From an optimization exercise on the open Yosys and OpenROAD flow, aimed at small area, a short achievable clock period and few clock cycles per item; shortcuts taken in it are not production practice.

quartz:
==> flow/design.v <==
module integer_sqrt #(parameter K = 1, parameter S = 1) (clk, start, odd, frac, root, done);
    input clk;
    input start;
    input odd;
    input [51:0] frac;
    output [27:0] root;
    output done;
    localparam C  = (28 - S) / K;    
    localparam CW = (C < 16) ? 4 : 5;
    reg [28:0] q;                    
    reg rdy;                         
    reg [29:0] rem;                  
    reg [CW-1:0] cnt;                
    reg [2*K-1:0] p;                 
    assign root = q[27:0];
    assign done = rdy;
    function [2*K-1:0] fetch;
        input [CW-1:0] c;
        input e0;
        reg [K-1:0] ev;              
        reg [K:0]   od;              
        integer n, k, i;
        begin
            ev = 0;
            od = 0;
            for (n = 0; n < C; n = n + 1)
                if (c == n)
                    for (k = 0; k <= K; k = k + 1) begin
                        i = 25 - S - K*n - k;
                        if (k < K && i >= 0) ev[K-1-k] = frac[2*i];
                        if (i >= 0) od[K-k] = frac[2*i+1];
                    end
            for (k = 0; k < K; k = k + 1)
                fetch[2*K-1-2*k -: 2] = e0 ? {od[K-k], ev[K-1-k]} : {ev[K-1-k], od[K-1-k]};
        end
    endfunction
    localparam TW = 2*S + 2;
    function [2*S+2:0] topsqrt;      
        input [TW-1:0] mt;
        reg [S:0] r;
        reg [S+1:0] m;
        reg [S+3:0] t;
        integer u;
        begin
            r = 1;
            m = mt[TW-1:TW-2] - 1'b1;
            for (u = 0; u < S; u = u + 1) begin
                t = {m, mt[2*S-1-2*u -: 2]} - {r, 2'b01};
                if (!t[S+3]) begin
                    m = t;
                    r = {r, 1'b1};
                end else begin
                    m = {m, mt[2*S-1-2*u -: 2]};
                    r = {r, 1'b0};
                end
            end
            topsqrt = {r, m};
        end
    endfunction
    wire [2*S+2:0] tab_odd  [0:(1 << 2*S) - 1];
    wire [2*S+2:0] tab_even [0:(1 << 2*S+1) - 1];
    genvar v;
    generate
        for (v = 0; v < (1 << 2*S); v = v + 1) begin : todd
            assign tab_odd[v] = topsqrt({2'b01, v[2*S-1:0]});
        end
        for (v = 0; v < (1 << 2*S+1); v = v + 1) begin : teven
            assign tab_even[v] = topsqrt({1'b1, v[2*S:0]});
        end
    endgenerate
    wire [2*S+2:0] top_odd  = tab_odd[frac[51 -: 2*S]];
    wire [2*S+2:0] top_even = tab_even[frac[51 -: 2*S+1]];
    wire [S:0] r0 = odd ? top_odd[2*S+2 -: S+1] : top_even[2*S+2 -: S+1];
    wire [S+1:0] m0 = odd ? top_odd[S+1:0] : top_even[S+1:0];
    wire [29:0] rs [0:K/2];
    wire [28:0] qs [0:K/2];
    assign rs[0] = rem;
    assign qs[0] = q;
    genvar g;
    generate
        for (g = 0; g < K/2; g = g + 1) begin : stage
            wire [1:0] p1 = p[2*K-1-4*g -: 2];
            wire [1:0] p2 = p[2*K-3-4*g -: 2];
            wire sg = rs[g][29];
            wire [28:0] qn = qs[g] ^ {29{~sg}};
            wire [30:0] t1, t2s, t2b;
            assign t1 = {rs[g][28:0], p1} + {qn, 2'b11};
            wire [30:0] x = {rs[g][26:0], p1, p2};
            pfadd #(31) a2(.a(x), .b({qn[27:0], 3'b111}), .s(t2s));
            wire [30:0] ca = {qn[26:0], 4'b1111};
            wire [30:0] cb = {qn[27:0], 3'b000};
            wire [30:0] cs = x ^ ca ^ cb;
            wire [30:0] cc = (x & ca) | (x & cb) | (ca & cb);
            pfadd #(31) a3(.a(cs), .b({cc[29:0], 1'b0}), .s(t2b));
            wire s1 = t1[30];
            wire [30:0] t2 = (s1 == sg) ? t2b : t2s;
            assign rs[g+1] = {t2[30], t2[28:0]};
            assign qs[g+1] = {qs[g][26:0], ~s1, ~t2[30]};
        end
    endgenerate
    always @(posedge clk) begin
        if (start) begin
            q   <= r0;
            rdy <= 1'b0;
            rem <= m0;
            cnt <= 1;
            p   <= fetch(0, odd);
        end else begin
            if (!q[28]) q <= qs[K/2];
            rdy <= rdy | q[28-K];
            rem <= rs[K/2];
            cnt <= cnt + 1'b1;
            p   <= fetch(cnt, odd);
        end
    end
endmodule
module pfadd #(parameter N = 31) (a, b, s);
    input [N-1:0] a;
    input [N-1:0] b;
    output [N-1:0] s;
    wire [N-1:0] p0 = a ^ b;
    reg [N-1:0] g, p;
    integer i, d;
    always @(*) begin
        g = a & b;
        p = p0;
        for (d = 1; d < N; d = d * 2)
            for (i = 2*d - 1; i < N; i = i + 2*d) begin
                g[i] = g[i] | (p[i] & g[i-d]);
                p[i] = p[i] & p[i-d];
            end
        for (d = 16; d >= 1; d = d / 2)
            for (i = 3*d - 1; i < N; i = i + 2*d) begin
                g[i] = g[i] | (p[i] & g[i-d]);
                p[i] = p[i] & p[i-d];
            end
    end
    assign s = p0 ^ {g[N-2:0], 1'b0};
endmodule
module fp_sqrt(reset, clk, i_sign, i_exp, i_frac, ready, o_sign, o_exp, o_frac);
    input reset;
    input clk;
    input i_sign;
    input wire [10:0] i_exp;
    input wire [51:0] i_frac;
    output wire ready;
    output reg o_sign;
    output reg [10:0] o_exp;
    output wire [51:0] o_frac;
    wire [27:0] root;
    always @(posedge clk) begin
        if (reset) begin
            o_sign <= i_sign;
            o_exp  <= (i_exp >> 1) + 11'd511 + i_exp[0];
        end
    end
    integer_sqrt #(.K(2), .S(2)) rooter(.clk(clk), .start(reset), .odd(i_exp[0]),
                        .frac(i_frac), .root(root), .done(ready));
    assign o_frac = {root, 24'd0};
endmodule
export LEC_CHECK = 0
export ABC_AREA = 1
export ABC_CLOCK_PERIOD_IN_PS = 2500
export CAP_MARGIN = 20
export CORE_MARGIN = 2
export CORE_UTILIZATION = 40
export SETUP_SLACK_MARGIN = 5
export SLEW_MARGIN = 20
export TNS_END_PERCENT = 30
create_clock -name core_clock -period 11.0 [get_ports {clk}]
standard.sh (not shown) runs the stock make flow with config.mk's settings and CLKGATE_MAP_FILE= SYNTH_SCRIPT=/design/flow/synth_recipe.tcl, a recipe that flattens the netlist after the stock synthesis.
==> flow/flow/run.sh <==
#!/bin/bash
# The standard layout (the standard.sh, standard synthesis unchanged) with
# two changes to how the layout is made: the port buffers use the smallest
# buffer cell, and timing repair aims for 7.75 ns of setup slack.
set -o pipefail
bash standard.sh "BUFFER_PORTS_ARGS=-buffer_cell sky130_fd_sc_hd__buf_1" SETUP_SLACK_MARGIN=7.75  finish > flow_make.log 2>&1
What juniper does differently from quartz at the input level:
diff --git a/flow/design.v b/flow/design.v
--- a/flow/design.v
+++ b/flow/design.v
@@ -84,7 +84,7 @@
             wire sg = rs[g][29];
             wire [28:0] qn = qs[g] ^ {29{~sg}};
             wire [30:0] t1, t2s, t2b;
-            assign t1 = {rs[g][28:0], p1} + {qn, 2'b11};
+            pfadd #(31) a1(.a({rs[g][28:0], p1}), .b({qn, 2'b11}), .s(t1));
             wire [30:0] x = {rs[g][26:0], p1, p2};
             pfadd #(31) a2(.a(x), .b({qn[27:0], 3'b111}), .s(t2s));
             wire [30:0] ca = {qn[26:0], 4'b1111};
@@ -119,21 +119,22 @@
     input [N-1:0] b;
     output [N-1:0] s;
     wire [N-1:0] p0 = a ^ b;
-    reg [N-1:0] g, p;
+    reg [N-1:0] g, p, gn, pn;
     integer i, d;
     always @(*) begin
         g = a & b;
         p = p0;
-        for (d = 1; d < N; d = d * 2)
-            for (i = 2*d - 1; i < N; i = i + 2*d) begin
-                g[i] = g[i] | (p[i] & g[i-d]);
-                p[i] = p[i] & p[i-d];
-            end
-        for (d = 16; d >= 1; d = d / 2)
-            for (i = 3*d - 1; i < N; i = i + 2*d) begin
-                g[i] = g[i] | (p[i] & g[i-d]);
-                p[i] = p[i] & p[i-d];
-            end
+        for (d = 1; d < N; d = d * 2) begin
+            gn = g;
+            pn = p;
+            for (i = 0; i < N; i = i + 1)
+                if (i & d) begin
+                    gn[i] = g[i] | (p[i] & g[(i & ~(d-1)) - 1]);
+                    pn[i] = p[i] & p[(i & ~(d-1)) - 1];
+                end
+            g = gn;
+            p = pn;
+        end
     end
     assign s = p0 ^ {g[N-2:0], 1'b0};
 endmodule
Results
- Taking quartz as the reference, in juniper number of DRC violations after detailed-routing iteration 0 increased 119, critical path depth decreased 19, minimum hold slack increased 7.9 ps.
- juniper: slew at the pin with the worst max-slew slack is 84 ps higher than what quartz reported.
- Changes observed in juniper relative to quartz: minimum clock period now larger, routed wire length now larger, number of post-CTS setup repair buffers now smaller.
- Relative to quartz, synthesis-to-layout area growth increased by 4.6 points in juniper.
- Compared with quartz, in juniper sequential fraction of the synthesis area decreased 0.19 points, clock tree cell share of total cell area moved down.
- Re wire length on met2: juniper is about 5% up on quartz.
Function was not checked in any run of this note: the RTL went through the layout flow alone.

========
== wip/nickel ==
fp_sqrt, a different RTL version from the one above (not shown whole).
For scale: roughly 78 flip-flops, about 5600 µm² of cells after synthesis.
==> module integer_sqrt, before the edit <==
module integer_sqrt #(parameter K = 1, parameter S = 0) (clk, start, odd, frac, root, done);
    input clk;
    input start;
    input odd;
    input [51:0] frac;
    output [27:0] root;
    output done;
    localparam C  = (28 - S) / K;    
    localparam CW = $clog2(C + 1);
    reg [28:0] q;                    
    reg signed [30:0] rem;           
    reg [CW-1:0] cnt;                
    reg [2*K-1:0] p;                 
    assign root = q[27:0];
    assign done = q[28];
    function [2*K-1:0] fetch;
        input [CW-1:0] c;
        input e0;
        reg [K-1:0] ev;              
        reg [K:0]   od;              
        integer n, k, i;
        begin
            ev = 0;
            od = 0;
            for (n = 0; n < C; n = n + 1)
                if (c == n)
                    for (k = 0; k <= K; k = k + 1) begin
                        i = 25 - S - K*n - k;
                        if (k < K && i >= 0) ev[K-1-k] = frac[2*i];
                        if (i >= 0) od[K-k] = frac[2*i+1];
                    end
            for (k = 0; k < K; k = k + 1)
                fetch[2*K-1-2*k -: 2] = e0 ? {od[K-k], ev[K-1-k]} : {ev[K-1-k], od[K-1-k]};
        end
    endfunction
    localparam TW = 2*S + 2;
    wire [TW-1:0] mtop = odd ? {2'b01, frac[51 -: 2*S]} : {1'b1, frac[51 -: 2*S+1]};
    reg [S:0] r0;
    reg [S+1:0] m0;
    reg [S+3:0] tt;
    integer u;
    always @(*) begin
        r0 = 1;
        m0 = mtop[TW-1:TW-2] - 1'b1;
        for (u = 0; u < S; u = u + 1) begin
            tt = {m0, mtop[2*S-1-2*u -: 2]} - {r0, 2'b01};
            if (!tt[S+3]) begin
                m0 = tt;
                r0 = {r0, 1'b1};
            end else begin
                m0 = {m0, mtop[2*S-1-2*u -: 2]};
                r0 = {r0, 1'b0};
            end
        end
    end
    reg signed [30:0] r;
    reg [28:0] qq;
    reg [1:0] pp;
    reg sg;
    integer s;
    always @(*) begin
        r = rem;
        qq = q;
        for (s = 0; s < K; s = s + 1) begin
            pp = p[2*K-1-2*s -: 2];
            sg = r[30];
            r = {r[28:0] + (qq ^ {29{~sg}}) + (pp != 2'b00), pp - 2'b01};
            qq = {qq[27:0], ~r[30]};
        end
    end
    always @(posedge clk) begin
        if (start) begin
            q   <= r0;
            rem <= m0;
            cnt <= 1;
            p   <= fetch(0, odd);
        end else begin
            if (!q[28]) q <= qq;
            rem <= r;
            cnt <= cnt + 1'b1;
            p   <= fetch(cnt, odd);
        end
    end
endmodule
==> module fp_sqrt, before the edit <==
module fp_sqrt(reset, clk, i_sign, i_exp, i_frac, ready, o_sign, o_exp, o_frac);
    input reset;
    input clk;
    input i_sign;
    input wire [10:0] i_exp;
    input wire [51:0] i_frac;
    output wire ready;
    output reg o_sign;
    output reg [10:0] o_exp;
    output wire [51:0] o_frac;
    wire [27:0] root;
    always @(posedge clk) begin
        if (reset) begin
            o_sign <= i_sign;
            o_exp  <= (i_exp >> 1) + 11'd511 + i_exp[0];
        end
    end
    integer_sqrt #(.K(1), .S(2)) rooter(.clk(clk), .start(reset), .odd(i_exp[0]),
                        .frac(i_frac), .root(root), .done(ready));
    assign o_frac = {root, 24'd0};
endmodule
Settings: LEC_CHECK=0, ABC_CLOCK_PERIOD_IN_PS=2500, CAP_MARGIN=20, CORE_MARGIN=2, CORE_UTILIZATION=40, SETUP_SLACK_MARGIN=5, SLEW_MARGIN=20; clock period 11.0 ns.
==> flow/flow/run.sh <==
#!/bin/bash
# The standard layout (the standard.sh, standard synthesis unchanged) with
# two changes to how the layout is made: the port buffers use the smallest
# buffer cell, and timing repair aims for 8 ns of setup slack.
set -o pipefail
bash standard.sh "BUFFER_PORTS_ARGS=-buffer_cell sky130_fd_sc_hd__buf_1" SETUP_SLACK_MARGIN=8  finish > flow_make.log 2>&1
wip/nickel reached the final stage; the timing, DRC and antenna checks on its layout passed.
## Diff of input files: wip/indigo against wip/nickel
--- a/flow/design.v
+++ b/flow/design.v
@@ -1,16 +1,16 @@
-module integer_sqrt #(parameter K = 1, parameter S = 0) (clk, start, odd, frac, root, done);
+module integer_sqrt #(parameter K = 1, parameter S = 1) (clk, start, odd, frac, root, done);
     input clk;
     input start;
     input odd;
     input [51:0] frac;
     output [27:0] root;
     output done;
     localparam C  = (28 - S) / K;    
     localparam CW = $clog2(C + 1);
     reg [28:0] q;                    
-    reg signed [30:0] rem;           
+    reg [29:0] rem;                  
     reg [CW-1:0] cnt;                
     reg [2*K-1:0] p;                 
     assign root = q[27:0];
     assign done = q[28];
     function [2*K-1:0] fetch;
@@ -51,34 +51,40 @@
                 m0 = {m0, mtop[2*S-1-2*u -: 2]};
                 r0 = {r0, 1'b0};
             end
         end
     end
-    reg signed [30:0] r;
-    reg [28:0] qq;
-    reg [1:0] pp;
-    reg sg;
-    integer s;
-    always @(*) begin
-        r = rem;
-        qq = q;
-        for (s = 0; s < K; s = s + 1) begin
-            pp = p[2*K-1-2*s -: 2];
-            sg = r[30];
-            r = {r[28:0] + (qq ^ {29{~sg}}) + (pp != 2'b00), pp - 2'b01};
-            qq = {qq[27:0], ~r[30]};
+    wire [29:0] rs [0:K/2];
+    wire [28:0] qs [0:K/2];
+    assign rs[0] = rem;
+    assign qs[0] = q;
+    genvar g;
+    generate
+        for (g = 0; g < K/2; g = g + 1) begin : stage
+            wire [1:0] p1 = p[2*K-1-4*g -: 2];
+            wire [1:0] p2 = p[2*K-3-4*g -: 2];
+            wire sg = rs[g][29];
+            wire [28:0] qn = qs[g] ^ {29{~sg}};
+            wire [30:0] t1 = {rs[g][28:0], p1} + {qn, 2'b11};
+            wire [30:0] x = {rs[g][26:0], p1, p2};
+            wire [30:0] t2s = x + {qn, 3'b111};
+            wire [30:0] t2b = x + {qn, 4'b1111} + {qn, 3'b000};
+            wire s1 = t1[30];
+            wire [30:0] t2 = (s1 == sg) ? t2b : t2s;
+            assign rs[g+1] = {t2[30], t2[28:0]};
+            assign qs[g+1] = {qs[g][26:0], ~s1, ~t2[30]};
         end
-    end
+    endgenerate
     always @(posedge clk) begin
         if (start) begin
             q   <= r0;
             rem <= m0;
             cnt <= 1;
             p   <= fetch(0, odd);
         end else begin
-            if (!q[28]) q <= qq;
-            rem <= r;
+            if (!q[28]) q <= qs[K/2];
+            rem <= rs[K/2];
             cnt <= cnt + 1'b1;
             p   <= fetch(cnt, odd);
         end
     end
 endmodule
@@ -97,9 +103,9 @@
         if (reset) begin
             o_sign <= i_sign;
             o_exp  <= (i_exp >> 1) + 11'd511 + i_exp[0];
         end
     end
-    integer_sqrt #(.K(1), .S(2)) rooter(.clk(clk), .start(reset), .odd(i_exp[0]),
+    integer_sqrt #(.K(2), .S(2)) rooter(.clk(clk), .start(reset), .odd(i_exp[0]),
                         .frac(i_frac), .root(root), .done(ready));
     assign o_frac = {root, 24'd0};
 endmodule
Notes after the runs:
No stage failed in wip/indigo, and the final checks on the layout all came back clean.
Diff wip/nickel -> wip/indigo: post-synthesis compound-gate area fraction moved up.
Utilization of the core after routing for wip/indigo: 4.1 points up relative to wip/nickel
Taking wip/nickel as the reference, in wip/indigo via count increased by 66% relative to the old numbers; layout-stage area growth over the synthesis result has increased; length of routed met3 wiring shows an increase of 88%; maximum operating frequency shrank by 1.9%.
Number of global-route vias before repair, wip/indigo vs wip/nickel: up by more than half
From wip/nickel to wip/indigo the numbers moved as follows: sequential share of layout area now sits lower.
wip/indigo does worse than wip/nickel on total wirelength of the detailed-routed design.
No run of this note included a check of the RTL's function; only the layout flow was run.

separate check: timing with driven ports:
No port has a modelled driver above. Below, the same layouts with a new extraction and two added sets of constraints. Step 1 assumes that a clkbuf_16 drives the clock port and a buf_2 every other input. Step 2 times the ports against the registers' clock, not the clock port: input delays grow and output delays shrink by t, the midpoint of the rising clock arrivals with the driver on. a / b / c = ideal ports / drivers / drivers and shift; a / b = the first two.
| run | t (ns) | slack for setup (ns) | worst setup path at the end | pins driven straight from the clock port |
|---|---|---|---|---|
| quartz | 0.387 | 7.648 / 7.648 / 7.356 | input to register | 1 |
| juniper | 0.398 | 7.627 / 7.584 / 7.349 | input to register | 1 |
| wip/nickel | 0.376 | 7.532 / 7.486 / 7.111 | input to register | 1 |
| wip/indigo | 0.400 | 7.467 / 7.469 / 7.069 | input to register | 1 |
After both steps every run listed still meets setup and hold. The setup slack of wip/nickel, which loses most, moves by -0.046 ns with the drivers and by -0.421 ns with both steps.
